From an optimization exercise on the open Yosys and OpenROAD flow, aimed at small area and a short achievable clock period; shortcuts taken in it are not production practice.
At most, simulation tests tie the RTL to the original design; equivalence was not proved.
The RTL of run 3 was laid out without a check of its function.
No activity file was given, so power comes from the tool's default toggle rates.

==> flow/design.v (outline; a module is shown in full before it is edited, if it fits) <==
// module systolic_2x2: 62 lines
// module pe: 40 lines
// module mul32_pipe: 1623 lines
// module pfx_add64pg: 454 lines
// module pfx_add65: 457 lines
// module pfx_add34x: 206 lines
module systolic_2x2 #(parameter DATA_TYPE = 3'b011) (
    input clk,
    input rst,
    input load_in,
    input [31:0] row_in_row0, row_in_row1,
    input [31:0] col_in_col0, col_in_col1,
    output [63:0] result_row00, result_row01, result_row10, result_row11,
    output carry_00, carry_01, carry_10, carry_11,
    output reg done,
    output reg valid_op
);
  // ...
==> flow/flow/run.sh <==
#!/bin/bash
# Own layout flow: the standard flow, except that synthesis maps the prefix
# adder modules (pfx_add*) with a delay-oriented ABC script. Everything else,
# including the registers, is exactly the standard synthesis.
set -euo pipefail
W=$(pwd)
F=$W/flow
# same make call as standard.sh, with our synthesis script in place of synth_recipe.tcl
sed "s#SYNTH_SCRIPT=[^ ]*synth_recipe.tcl#SYNTH_SCRIPT=$W/my_synth.tcl#" standard.sh > my_standard.sh
grep -q "SYNTH_SCRIPT=$W/my_synth.tcl" my_standard.sh
sed "s#@FLOW_SYNTH@#$W/synth_recipe.tcl#" $F/my_synth.tcl.in > $W/my_synth.tcl
export MY_ABC_SCRIPT=$F/adder.abc
export MY_ABC_MODS="pfx_add*"
bash my_standard.sh synth > $W/synth.log 2>&1
bash standard.sh finish > $W/layout.log 2>&1
test -f out/final.def
==> flow/flow/adder.abc <==
strash
dch
map -D 1600
buffer -c
topo
upsize -c
dnsize -c
==> flow/flow/my_synth.tcl.in <==
# synth_recipe.tcl, with ABC run first on the adder modules with another script
proc abc {args} {
  set i [lsearch -exact $args -script]
  set fast $args
  lset fast [expr {$i + 1}] $::env(MY_ABC_SCRIPT)
  puts "own flow: abc with $::env(MY_ABC_SCRIPT) on $::env(MY_ABC_MODS)"
  yosys abc {*}$fast {*}$::env(MY_ABC_MODS)
  yosys abc {*}$args
}
source @FLOW_SYNTH@
==> flow/standard.sh <==
#!/bin/bash
# synth_recipe.tcl (not shown) runs the flow's synth.tcl, then flattens the netlist and writes it again
# the make line also repeats each setting of config.mk as NAME=value (left out here)
make -C /OpenROAD-flow-scripts/flow DESIGN_CONFIG=/design/flow/config.mk WORK_HOME=/design/flow/orfs CLKGATE_MAP_FILE= SYNTH_SCRIPT=/design/flow/synth_recipe.tcl "${@:-finish}"
==> flow/config.mk <==
export PLATFORM = sky130hd
export DESIGN_NAME = systolic_2x2
export DESIGN_NICKNAME = systolic_2x2
export VERILOG_FILES = /design/flow/design.v
export SDC_FILE = /design/flow/constraint.sdc
export NUM_CORES = 8
export LEC_CHECK = 0
export CAP_MARGIN = 20
export CELL_PAD_IN_SITES_DETAIL_PLACEMENT = 1
export CORE_MARGIN = 2
export CORE_UTILIZATION = 35
export PLACE_DENSITY = 0.5
export SETUP_SLACK_MARGIN = 2.2
export SLEW_MARGIN = 20
export SYNTH_HIERARCHICAL = 1
==> flow/constraint.sdc <==
create_clock -name core_clock -period 5.0 [get_ports {clk}]
set_input_delay 1.0000 -clock core_clock [delete_from_list [all_inputs] [get_ports {clk}]]
set_output_delay 1.0000 -clock core_clock [all_outputs]
set_load 0.01 [all_outputs]
==> impl_metrics.toml, run 1 <==
[outcome]
run_status = "timing/DRC/antenna clean"

[timing]
rsz0062_at_grt = "true"
setup_ws_ns = 2.179
fin_crit_ns = 2.821
max_freq_mhz = 354.4
whs_ns = 0.2814
setup_viol = 0

[route]
vias = 168700
wl_met1_mm = 330.9
antenna_left = 0
drc = 0
dr_wl_met2_mm = 365.2

[power]
power.switching_fraction_pct = 29.65
pwr-share-comb_pct = 18.0
p_leak_uw = 0.1215
p_per_area_nw_per_um2 = 494.8

[worst_hold_path]
min-delay-path-class = "flip-flop to flip-flop"

[global_route]
met2_usage_pct = 33.72
grt_overflow = 0

[logic_synthesis]
syn_area_um2 = 258800
yosys_warnings = 12

[floorplan]
tap_cells = 9827
die_y_um = 863.9

[worst_setup_path]
crit_path_frequent_cell = "fa_1"
timing.rr.end = "pe10.mul.r2_fs335"
slowest_stage = "dfxtp_1"
cp.arrival_ns = 3.78
cp-end-kind = "flip-flop"
crit_chain = "a22o_1 -> a221oi_1 -> xnor2_1 -> fa_1 -> fa_1"
critPathKind = "flip-flop to flip-flop"

[clock_network]
clock_latency_ns = 1.12
cts_tree = "built"
cts_made_buffers = 710

[cells_and_area]
drive_above_1_share_pct = 14.42
fin_cells = 32780
seqCellArea_um2 = 140700
final_cell_mix = "dfxtp_1, inv_1, xnor2_1"
signal_buffers = 823
==> inputs of run 2 (changes only) <==
--- a/flow/config.mk
+++ b/flow/config.mk
@@ -9,6 +9,8 @@
 export CELL_PAD_IN_SITES_DETAIL_PLACEMENT = 1
 export CORE_MARGIN = 2
 export CORE_UTILIZATION = 35
+export CTS_CLUSTER_DIAMETER = 70
+export CTS_CLUSTER_SIZE = 24
 export PLACE_DENSITY = 0.5
 export SETUP_SLACK_MARGIN = 2.2
 export SLEW_MARGIN = 20
==> run 2 against run 1 <==
Still clean on timing, DRC and antenna. Power decreased by 11%. First-iteration DRC count decreased by 4.4%. Setup slack got worse by 0.014 ns. Register-to-register slack about the same. Synthesized area unchanged. Cell count decreased by 1.7%. Largest power group unchanged. Highest routed layer unchanged.
==> impl_metrics.toml, run 2 <==
[global_route]
grt_max_degree = 143
grtUsageTotal_pct = 20.44
grt_pass1_vias = 175400
grt_first_pass_wirelength_mm = 1163
grt_overflow = 0
antenna_found_initial = 41

[cells_and_area]
area_growth_pct = 11.54
final_common_cell = "dfxtp_1"
utilization_pct = 39.21
nets = 23870
seqCellArea_um2 = 140700
multi_input_area_um2 = 104000
drive_above_1_share_pct = 12.42
nFillCells = 78650
final_cell_mix = "dfxtp_1, inv_1, xnor2_1"

[floorplan]
start_util_pct = 35.15
coreArea_um2 = 736200
ios = 393
die_w_um = 863.9
die_y_um = 863.9
dieArea_um2 = 746400
rows = 315

[timing]
tightest_slew_ns = 1.152
slew_headroom_pct = 23.09
fin_crit_ns = 2.835
finalSetupTns_ns = 0
fin_skew_ns = 0.07427
hold_violations = 0
rsz0062_at_grt = "true"
setup_viol = 0
slew_viol_final = 0
fin_crit_sh_pct = 56.70
max_freq_mhz = 352.7

[clock_network]
clkSlewWorstSetupHoldPaths_ns = 0.09
root_buffer = "clkbuf_16"
cts_tree = "built"
clockBufferDepth = 4
cts.htree.levels = 5
cts_made_buffers = 441
hold_buffers = 0
clock_latency_ns = 1.10
clock_sinks = 6888

[worst_setup_path]
cp.arrival_ns = 3.85
slowest_delay_ns = 1.08
critPathKind = "flip-flop to flip-flop"
crit_fanout = 11
startpoint_type = "flip-flop"
slowest_stage = "dfxtp_1"
crit_path_frequent_cell = "fa_1"
crit_chain = "a22o_1 -> a221oi_1 -> xnor2_1 -> fa_1 -> fa_1"
cp-end-kind = "flip-flop"
worstPathRequired_ns = 6.01

[logic_synthesis]
synth_cells = 22360
yosys_warnings = 12
syn_area_um2 = 258800
syn_area_per_cell_um2 = 11.57

[placed_design]
io_buffers = 392
hpwl_mm = 519.8
place_congestion = 0.8783

[power]
peakVddDrop_mv = 0.4003
power_switching_uw = 42090
internal-power_uw = 89830
clockPowerShare_pct = 29.8
p_per_area_nw_per_um2 = 457.0
seq_power_share_pct = 50.2
pwr-share-comb_pct = 20.0
p_leak_uw = 0.1166
power.switching_fraction_pct = 31.91

[route]
wirelength_mm = 791.8
vias = 166300
first_pass_iters = 7
viasPerCell = 5.160
drtIter0Drc = 13780
wl_per_cell_um = 24.58
drc = 0
antenna_left = 0

[worst_hold_path]
min-delay-path-class = "flip-flop to flip-flop"

[outcome]
run_status = "timing/DRC/antenna clean"

[flow_run]
maxCapViolCount = 0
## run 2: critical path, delay by kind of cell, from the launching register on
kind / cells / cell delay (ns)
adders and majority gates: 2 / 1.12
DFF: 1 / 1.08
AOI/OAI and AO/OA: 2 / 0.31
xor gates and xnor gates: 1 / 0.25
## run 2: power groups by stage
stage          logic (uW)  clock network [uW]  registers, uW
2_1_floorplan       18500                   0          63500
3_3_place_gp        25600                   0          67200
3_5_place_dp        26300                   0          67300
4_1_cts             26700               40800          66000
5_1_grt             30400               42900          66600
6_report            26400               39300          66200
## run 2: path summary, 6_finish.rpt
check                                  startpoint                end  slack, ns  cells after the start
worst max-delay path              pe01.mul.t3[18]  pe01.mul.r2_fs251       2.16                      5
worst min-delay path            pe10.mul.da11[19]  pe10.mul.da12[19]       0.28                      0
worst max register to register    pe01.mul.t3[18]  pe01.mul.r2_fs251       2.16                      5
worst min register to register  pe10.mul.da11[19]  pe10.mul.da12[19]       0.28                      0
## run 2: repair_timing
item / CTS / global route
gates cloned: 1 / 6
buffers inserted: 87 / 75
endpoints found under the setup margin: 829 / 558
gates resized for setup: 1775 / 330
pin swaps: 15 / 47
## run 2: metal layers
layer | track usage [%] | vias up | share of wire, %
met5 | 0 | - | 0.013
met4 | 9.176 | 8 | 5.2
met3 | 4.634 | 2182 | 7.9
met2 | 33.38 | 6954 | 46
met1 | 25.84 | 82840 | 41
li1 | - | 74270 | -
## run 2: cell type report
| type | instances | area share [%] |
|---|---|---|
| repair buffers | 823 | 2.513 |
| clock buffers | 492 | 3.975 |
| diodes | 48 | 0.04161 |
| well taps | 9827 | 4.259 |
| clock inverters | 246 | 1.296 |
| inverters | 2423 | 3.164 |
| multi-input cells | 11470 | 36.01 |
| flip-flops and latches | 6888 | 48.74 |
## run 2: metrics by stage
stage                     hold WS [ns]  cells  area, um^2  power (uW)  worst slack, ns
after floorplan                 0.3096  22440      259100       81990            2.620
after global placement          0.3097  31260      270200       92840            1.722
after detailed placement        0.3132  31260      270200       93670            1.757
after CTS                       0.2612  32090      286700      133600            1.980
after global routing            0.2589  32200      288600      139900            2.102
final                           0.2831  32220      288700      131900            2.165
==> module systolic_2x2, before the edit <==
module systolic_2x2 #(parameter DATA_TYPE = 3'b011) (
    input clk,
    input rst,
    input load_in,
    input [31:0] row_in_row0, row_in_row1,
    input [31:0] col_in_col0, col_in_col1,
    output [63:0] result_row00, result_row01, result_row10, result_row11,
    output carry_00, carry_01, carry_10, carry_11,
    output reg done,
    output reg valid_op
);
    wire [31:0] pe00_row_out, pe00_col_out;
    wire [31:0] pe01_row_out, pe01_col_out;
    wire [31:0] pe10_row_out, pe10_col_out;
    wire [31:0] pe11_row_out, pe11_col_out;
    wire [64:0] pe00_result, pe01_result, pe10_result, pe11_result;
    wire pe00_done, pe01_done, pe10_done, pe11_done;
    pe #(.HOLD_A(1), .HOLD_B(1)) pe00 (.clk(clk), .rst(rst), .load_in(load_in),
        .row_in(row_in_row0), .col_in(col_in_col0),
        .row_out(pe00_row_out), .col_out(pe00_col_out), .pe_result(pe00_result), .done_pe(pe00_done));
    pe #(.HOLD_A(0), .HOLD_B(1)) pe01 (.clk(clk), .rst(rst), .load_in(load_in),
        .row_in(pe00_row_out), .col_in(col_in_col1),
        .row_out(pe01_row_out), .col_out(pe01_col_out), .pe_result(pe01_result), .done_pe(pe01_done));
    pe #(.HOLD_A(1), .HOLD_B(0)) pe10 (.clk(clk), .rst(rst), .load_in(load_in),
        .row_in(row_in_row1), .col_in(pe00_col_out),
        .row_out(pe10_row_out), .col_out(pe10_col_out), .pe_result(pe10_result), .done_pe(pe10_done));
    pe #(.HOLD_A(0), .HOLD_B(0)) pe11 (.clk(clk), .rst(rst), .load_in(load_in),
        .row_in(pe10_row_out), .col_in(pe01_col_out),
        .row_out(pe11_row_out), .col_out(pe11_col_out), .pe_result(pe11_result), .done_pe(pe11_done));
    assign {carry_00, result_row00} = pe00_result;
    assign {carry_01, result_row01} = pe01_result;
    assign {carry_10, result_row10} = pe10_result;
    assign {carry_11, result_row11} = pe11_result;
    reg done00, done01, done10, done11;
    reg [2:0] count;
    always @(posedge clk) begin
        if (rst) begin
            done     <= 1'b0;
            done00   <= 1'b0;
            done01   <= 1'b0;
            done10   <= 1'b0;
            done11   <= 1'b0;
            count    <= 3'b0;
            valid_op <= 1'b0;
        end else begin
            done   <= done00 & done01 & done10 & done11 & ~done;
            done00 <= pe00_done | (done00 & ~done);
            done01 <= pe10_done | (done01 & ~done);
            done10 <= pe10_done | (done10 & ~done);
            done11 <= pe11_done | (done11 & ~done);
            if (pe11_done) begin
                count    <= count + 3'b1;
                valid_op <= 1'b0;
            end else if (count == 3'b100) begin
                valid_op <= 1'b1;
                count    <= 3'b000;
            end else begin
                valid_op <= 1'b0;
            end
        end
    end
endmodule
==> module pe, before the edit <==
module pe #(parameter HOLD_A = 1, parameter HOLD_B = 1) (
    input             clk,
    input             rst,
    input             load_in,
    input      [31:0] row_in,
    input      [31:0] col_in,
    output reg [31:0] col_out,
    output reg [31:0] row_out,
    output reg [64:0] pe_result,
    output reg        done_pe
);
    reg  [31:0] a_in_reg, b_in_reg;
    reg  [19:0] vld;             
    wire [63:0] product, product_n;
    wire [65:0] sum;
    mul32_pipe mul (.clk(clk), .a(a_in_reg), .b(b_in_reg), .p(product), .pn(product_n));
    pfx_add65 acc_add (.x(pe_result), .y({1'b0, product}), .y2({1'b1, product_n}), .s(sum));
    wire acc_en = vld[19] & ~load_in;
    always @(posedge clk) begin
        if (!HOLD_A || load_in) a_in_reg <= row_in;
        if (!HOLD_B || load_in) b_in_reg <= col_in;
    end
    always @(posedge clk) begin
        if (rst) begin
            vld       <= 20'b0;
            pe_result <= 65'b0;
            row_out   <= 32'b0;
            col_out   <= 32'b0;
            done_pe   <= 1'b0;
        end else begin
            vld     <= {vld[18:0], load_in};
            done_pe <= acc_en;
            if (acc_en) begin
                pe_result <= sum[64:0];
                row_out   <= a_in_reg;
                col_out   <= b_in_reg;
            end
        end
    end
endmodule
==> inputs of run 3 (changes only) <==
--- a/flow/design.v
+++ b/flow/design.v
@@ -15,19 +15,30 @@
     wire [31:0] pe10_row_out, pe10_col_out;
     wire [31:0] pe11_row_out, pe11_col_out;
     wire [64:0] pe00_result, pe01_result, pe10_result, pe11_result;
-    wire pe00_done, pe01_done, pe10_done, pe11_done;
-    pe #(.HOLD_A(1), .HOLD_B(1)) pe00 (.clk(clk), .rst(rst), .load_in(load_in),
+    reg  [19:0] vld;
+    reg         pe_done;
+    wire pe00_done = pe_done, pe01_done = pe_done, pe10_done = pe_done, pe11_done = pe_done;
+    always @(posedge clk) begin
+        if (rst) begin
+            vld     <= 20'b0;
+            pe_done <= 1'b0;
+        end else begin
+            vld     <= {vld[18:0], load_in};
+            pe_done <= vld[19] & ~load_in;
+        end
+    end
+    pe #(.HOLD_A(1), .HOLD_B(1)) pe00 (.clk(clk), .rst(rst), .load_in(load_in), .mul_done(vld[19]),
         .row_in(row_in_row0), .col_in(col_in_col0),
-        .row_out(pe00_row_out), .col_out(pe00_col_out), .pe_result(pe00_result), .done_pe(pe00_done));
-    pe #(.HOLD_A(0), .HOLD_B(1)) pe01 (.clk(clk), .rst(rst), .load_in(load_in),
+        .row_out(pe00_row_out), .col_out(pe00_col_out), .pe_result(pe00_result));
+    pe #(.HOLD_A(0), .HOLD_B(1)) pe01 (.clk(clk), .rst(rst), .load_in(load_in), .mul_done(vld[19]),
         .row_in(pe00_row_out), .col_in(col_in_col1),
-        .row_out(pe01_row_out), .col_out(pe01_col_out), .pe_result(pe01_result), .done_pe(pe01_done));
-    pe #(.HOLD_A(1), .HOLD_B(0)) pe10 (.clk(clk), .rst(rst), .load_in(load_in),
+        .row_out(pe01_row_out), .col_out(pe01_col_out), .pe_result(pe01_result));
+    pe #(.HOLD_A(1), .HOLD_B(0)) pe10 (.clk(clk), .rst(rst), .load_in(load_in), .mul_done(vld[19]),
         .row_in(row_in_row1), .col_in(pe00_col_out),
-        .row_out(pe10_row_out), .col_out(pe10_col_out), .pe_result(pe10_result), .done_pe(pe10_done));
-    pe #(.HOLD_A(0), .HOLD_B(0)) pe11 (.clk(clk), .rst(rst), .load_in(load_in),
+        .row_out(pe10_row_out), .col_out(pe10_col_out), .pe_result(pe10_result));
+    pe #(.HOLD_A(0), .HOLD_B(0)) pe11 (.clk(clk), .rst(rst), .load_in(load_in), .mul_done(vld[19]),
         .row_in(pe10_row_out), .col_in(pe01_col_out),
-        .row_out(pe11_row_out), .col_out(pe11_col_out), .pe_result(pe11_result), .done_pe(pe11_done));
+        .row_out(pe11_row_out), .col_out(pe11_col_out), .pe_result(pe11_result));
     assign {carry_00, result_row00} = pe00_result;
     assign {carry_01, result_row01} = pe01_result;
     assign {carry_10, result_row10} = pe10_result;
@@ -65,39 +76,32 @@
     input             clk,
     input             rst,
     input             load_in,
+    input             mul_done,
     input      [31:0] row_in,
     input      [31:0] col_in,
     output reg [31:0] col_out,
     output reg [31:0] row_out,
-    output reg [64:0] pe_result,
-    output reg        done_pe
+    output reg [64:0] pe_result
 );
     reg  [31:0] a_in_reg, b_in_reg;
-    reg  [19:0] vld;             
     wire [63:0] product, product_n;
     wire [65:0] sum;
     mul32_pipe mul (.clk(clk), .a(a_in_reg), .b(b_in_reg), .p(product), .pn(product_n));
     pfx_add65 acc_add (.x(pe_result), .y({1'b0, product}), .y2({1'b1, product_n}), .s(sum));
-    wire acc_en = vld[19] & ~load_in;
+    wire acc_en = mul_done & ~load_in;
     always @(posedge clk) begin
         if (!HOLD_A || load_in) a_in_reg <= row_in;
         if (!HOLD_B || load_in) b_in_reg <= col_in;
     end
     always @(posedge clk) begin
         if (rst) begin
-            vld       <= 20'b0;
             pe_result <= 65'b0;
             row_out   <= 32'b0;
             col_out   <= 32'b0;
-            done_pe   <= 1'b0;
-        end else begin
-            vld     <= {vld[18:0], load_in};
-            done_pe <= acc_en;
-            if (acc_en) begin
-                pe_result <= sum[64:0];
-                row_out   <= a_in_reg;
-                col_out   <= b_in_reg;
-            end
+        end else if (acc_en) begin
+            pe_result <= sum[64:0];
+            row_out   <= a_in_reg;
+            col_out   <= b_in_reg;
         end
     end
 endmodule
--- a/flow/config.mk
+++ b/flow/config.mk
@@ -8,10 +8,10 @@
 export CAP_MARGIN = 20
 export CELL_PAD_IN_SITES_DETAIL_PLACEMENT = 1
 export CORE_MARGIN = 2
-export CORE_UTILIZATION = 35
+export CORE_UTILIZATION = 50
 export CTS_CLUSTER_DIAMETER = 70
 export CTS_CLUSTER_SIZE = 24
-export PLACE_DENSITY = 0.5
+export PLACE_DENSITY = 0.62
 export SETUP_SLACK_MARGIN = 2.2
 export SLEW_MARGIN = 20
 export SYNTH_HIERARCHICAL = 1
==> run 3 against run 2 <==
Count of clock-buffer cells in the layout fell by 28. Register-to-register slack got worse by 0.05 ns. Largest cell class unchanged. Synthesized cell count fell by 0.58%. Via count rose by 1.2%. Power fell by 1.9%. Critical endpoint is now pe11.mul.r2_fs291. Sequential power fell by 0.8%. Critical path type unchanged. Worst hold slack improved by 0.0023 ns.
==> impl_metrics.toml, run 3 <==
[worst_setup_path]
critPathKind = "flip-flop to flip-flop"
cp_top_family = "adder cells"
reg2reg_from = "pe11.mul.ta[18]"
worst-path-buf-inv = 1
crit_path_frequent_cell = "fa_1"
startpoint = "pe11.mul.ta[18]"
cp.arrival_ns = 3.76
startpoint_type = "flip-flop"
worst-path-stages = 6
slowest_delay_ns = 1.03
timing.rr.end = "pe11.mul.r2_fs291"
worstPathRequired_ns = 5.87
ff2ff_path_depth = 6
slowest_stage = "dfxtp_2"
crit_chain = "a22o_1 -> a221oi_2 -> xor2_1 -> fa_1 -> inv_1 -> fa_1"
rrSetupSlack_ns = 2.12
cp-end-kind = "flip-flop"
crit_fanout = 33
crit_end = "pe11.mul.r2_fs291"

[route]
drtIter0Drc = 16840
wl_per_cell_um = 25.96
vias = 168200
first_pass_iters = 10
viasPerCell = 5.839
antenna_left = 0
wirelength_mm = 748.1
drc = 0

[timing]
fin_crit_ns = 2.884
finalSetupTns_ns = 0
fin_crit_sh_pct = 57.69
slew_headroom_pct = 15.58
hold_violations = 0
setup_viol = 0
setup_ws_ns = 2.116
fin_skew_ns = 0.1030
slew_viol_final = 0
rsz0062_at_grt = "true"
max_freq_mhz = 346.7
tightest_slew_ns = 1.256
whs_ns = 0.2854

[global_route]
grt_overflow = 0
grtUsageTotal_pct = 27.82
antenna_found_initial = 40
grt_first_pass_wirelength_mm = 1111
grt_pass1_vias = 177500
grt_max_degree = 199

[placed_design]
hpwl_mm = 483.9
dp_slack_ns = 1.411
io_buffers = 392
dpl-instance-area_um2 = 264200
place_congestion = 0.9383

[outcome]
run_status = "timing/DRC/antenna clean"

[cells_and_area]
area_growth_pct = 9.249
nets = 23600
final_common_cell = "dfxtp_1"
fin_area_um2 = 281000
drive_above_1_share_pct = 10.73
final_cell_mix = "dfxtp_1, inv_1, xnor2_1"

[flow_run]
maxCapViolCount = 0

[logic_synthesis]
synth_cells = 22230
yosys_warnings = 12
syn_area_um2 = 257200
syn_area_per_cell_um2 = 11.57

[floorplan]
rows = 263
start_util_pct = 50.18
die_w_um = 721.3
die_y_um = 721.3
dieArea_um2 = 520200
coreArea_um2 = 512700
ios = 393

[power]
p_leak_uw = 0.1150
p_per_area_nw_per_um2 = 460.4
peakVddDrop_mv = 0.3744

[clock_network]
clock_sinks = 6826
cts_tree = "built"
clock_latency_ns = 1.08
root_buffer = "clkbuf_16"
cts.htree.levels = 5
clkSlewWorstSetupHoldPaths_ns = 0.09
clockBufferDepth = 4
cts_made_buffers = 413

[worst_hold_path]
min-delay-path-class = "flip-flop to flip-flop"
-- run 3: metal layers --
layer	GRT usage [%]	share of wire (%)	up-vias
li1	-	-	73520
met1	34.51	39	83530
met2	45.29	46	8326
met3	6.372	8.9	2842
met4	14.53	6.3	18
met5	0	0.019	-
-- run 3: stage by stage --
step | util [%] | cells | total power [uW]
CTS | 54.39 | 28720 | 130200
global route | 54.81 | 28800 | 136800
floorplan | - | 22310 | 81470
global placement | 51.53 | 28010 | 91050
finish | 54.82 | 28810 | 129400
detailed placement | 51.53 | 28010 | 92570
-- run 3: final cells by class --
type | count | area, um^2
fillers | 51760 | 231700
clock inverters | 215 | 3543
diodes | 15 | 37.54
repair buffers | 706 | 6471
clock buffers | 464 | 10650
multi-input cells | 11410 | 103600
well taps | 6757 | 8454
flip-flops and latches | 6826 | 139100
inverters | 2423 | 9125
-- run 3: timing repair --
item	CTS	global route
pin swaps	15	61
cloned	1	7
endpoints found under the setup margin	703	573
hold buffers	0	0
gates resized for setup	1091	374
setup buffers	32	72
-- run 3: worst min path at each step --
stage | from | endpoint | slack, ns | cells after the start
2_1_floorplan | pe00.mul.da9[0] | pe00.mul.da10[0] | 0.31 | 0
3_3_place_gp | pe01.mul.da1[11] | pe01.mul.da2[11] | 0.31 | 0
3_5_place_dp | pe00.mul.da10[25] | pe00.mul.da11[25] | 0.31 | 0
4_1_cts | pe10.mul.da7[29] | pe10.mul.da8[29] | 0.27 | 0
5_1_grt | pe10.mul.da7[29] | pe10.mul.da8[29] | 0.27 | 0
6_report | pe10.mul.da7[29] | pe10.mul.da8[29] | 0.29 | 0
-- run 3: where the power goes --
group	total, uW	leakage [uW]	internal [uW]	switching (uW)
clock network	37300	0.00681	17200	20100
registers	65700	0.0566	60200	5570
logic	26300	0.0516	10900	15500
-- run 3: worst register-to-register path: cells and delay by family, from the launching register on --
kind,cells,cell delay (ns)
fa+ha+maj,2,1.07
xor+xnor,1,0.22
buf+inv,1,0.06
compound gates,2,0.35
flops,1,1.03

-- re-timing with driven ports --
How much do the figures lean on ideal ports? The routed layouts below were timed once more, with nothing changed but the port constraints.
Step 1 sets driving cells, clkbuf_16 on the clock port and buf_2 on the other inputs (assumed; they add their load-dependent delay and slew).
Step 2 also shifts input and output timing later by t, the mid clock arrival at the registers, as if the neighbouring blocks saw the same clock.
Slacks: ideal ports / drivers / drivers and shift; pairs: ideal ports / drivers.
run | t, ns | setup WS [ns] | hold WS [ns] | latest minus earliest clock arrival (ns)
run 1 | 1.234 | 2.179 / 2.111 / 1.886 | 0.281 / 0.281 / 0.281 | 0.091 / 0.090
run 2 | 1.193 | 2.165 / 2.144 / 1.896 | 0.283 / 0.283 / 0.283 | 0.092 / 0.092
run 3 | 1.153 | 2.116 / 2.116 / 1.918 | 0.285 / 0.285 / 0.285 | 0.113 / 0.113
After both steps setup and hold are still met in every run listed. For run 1, which loses most, drivers alone change the setup slack by -0.068 ns; drivers and shift together by -0.293 ns.
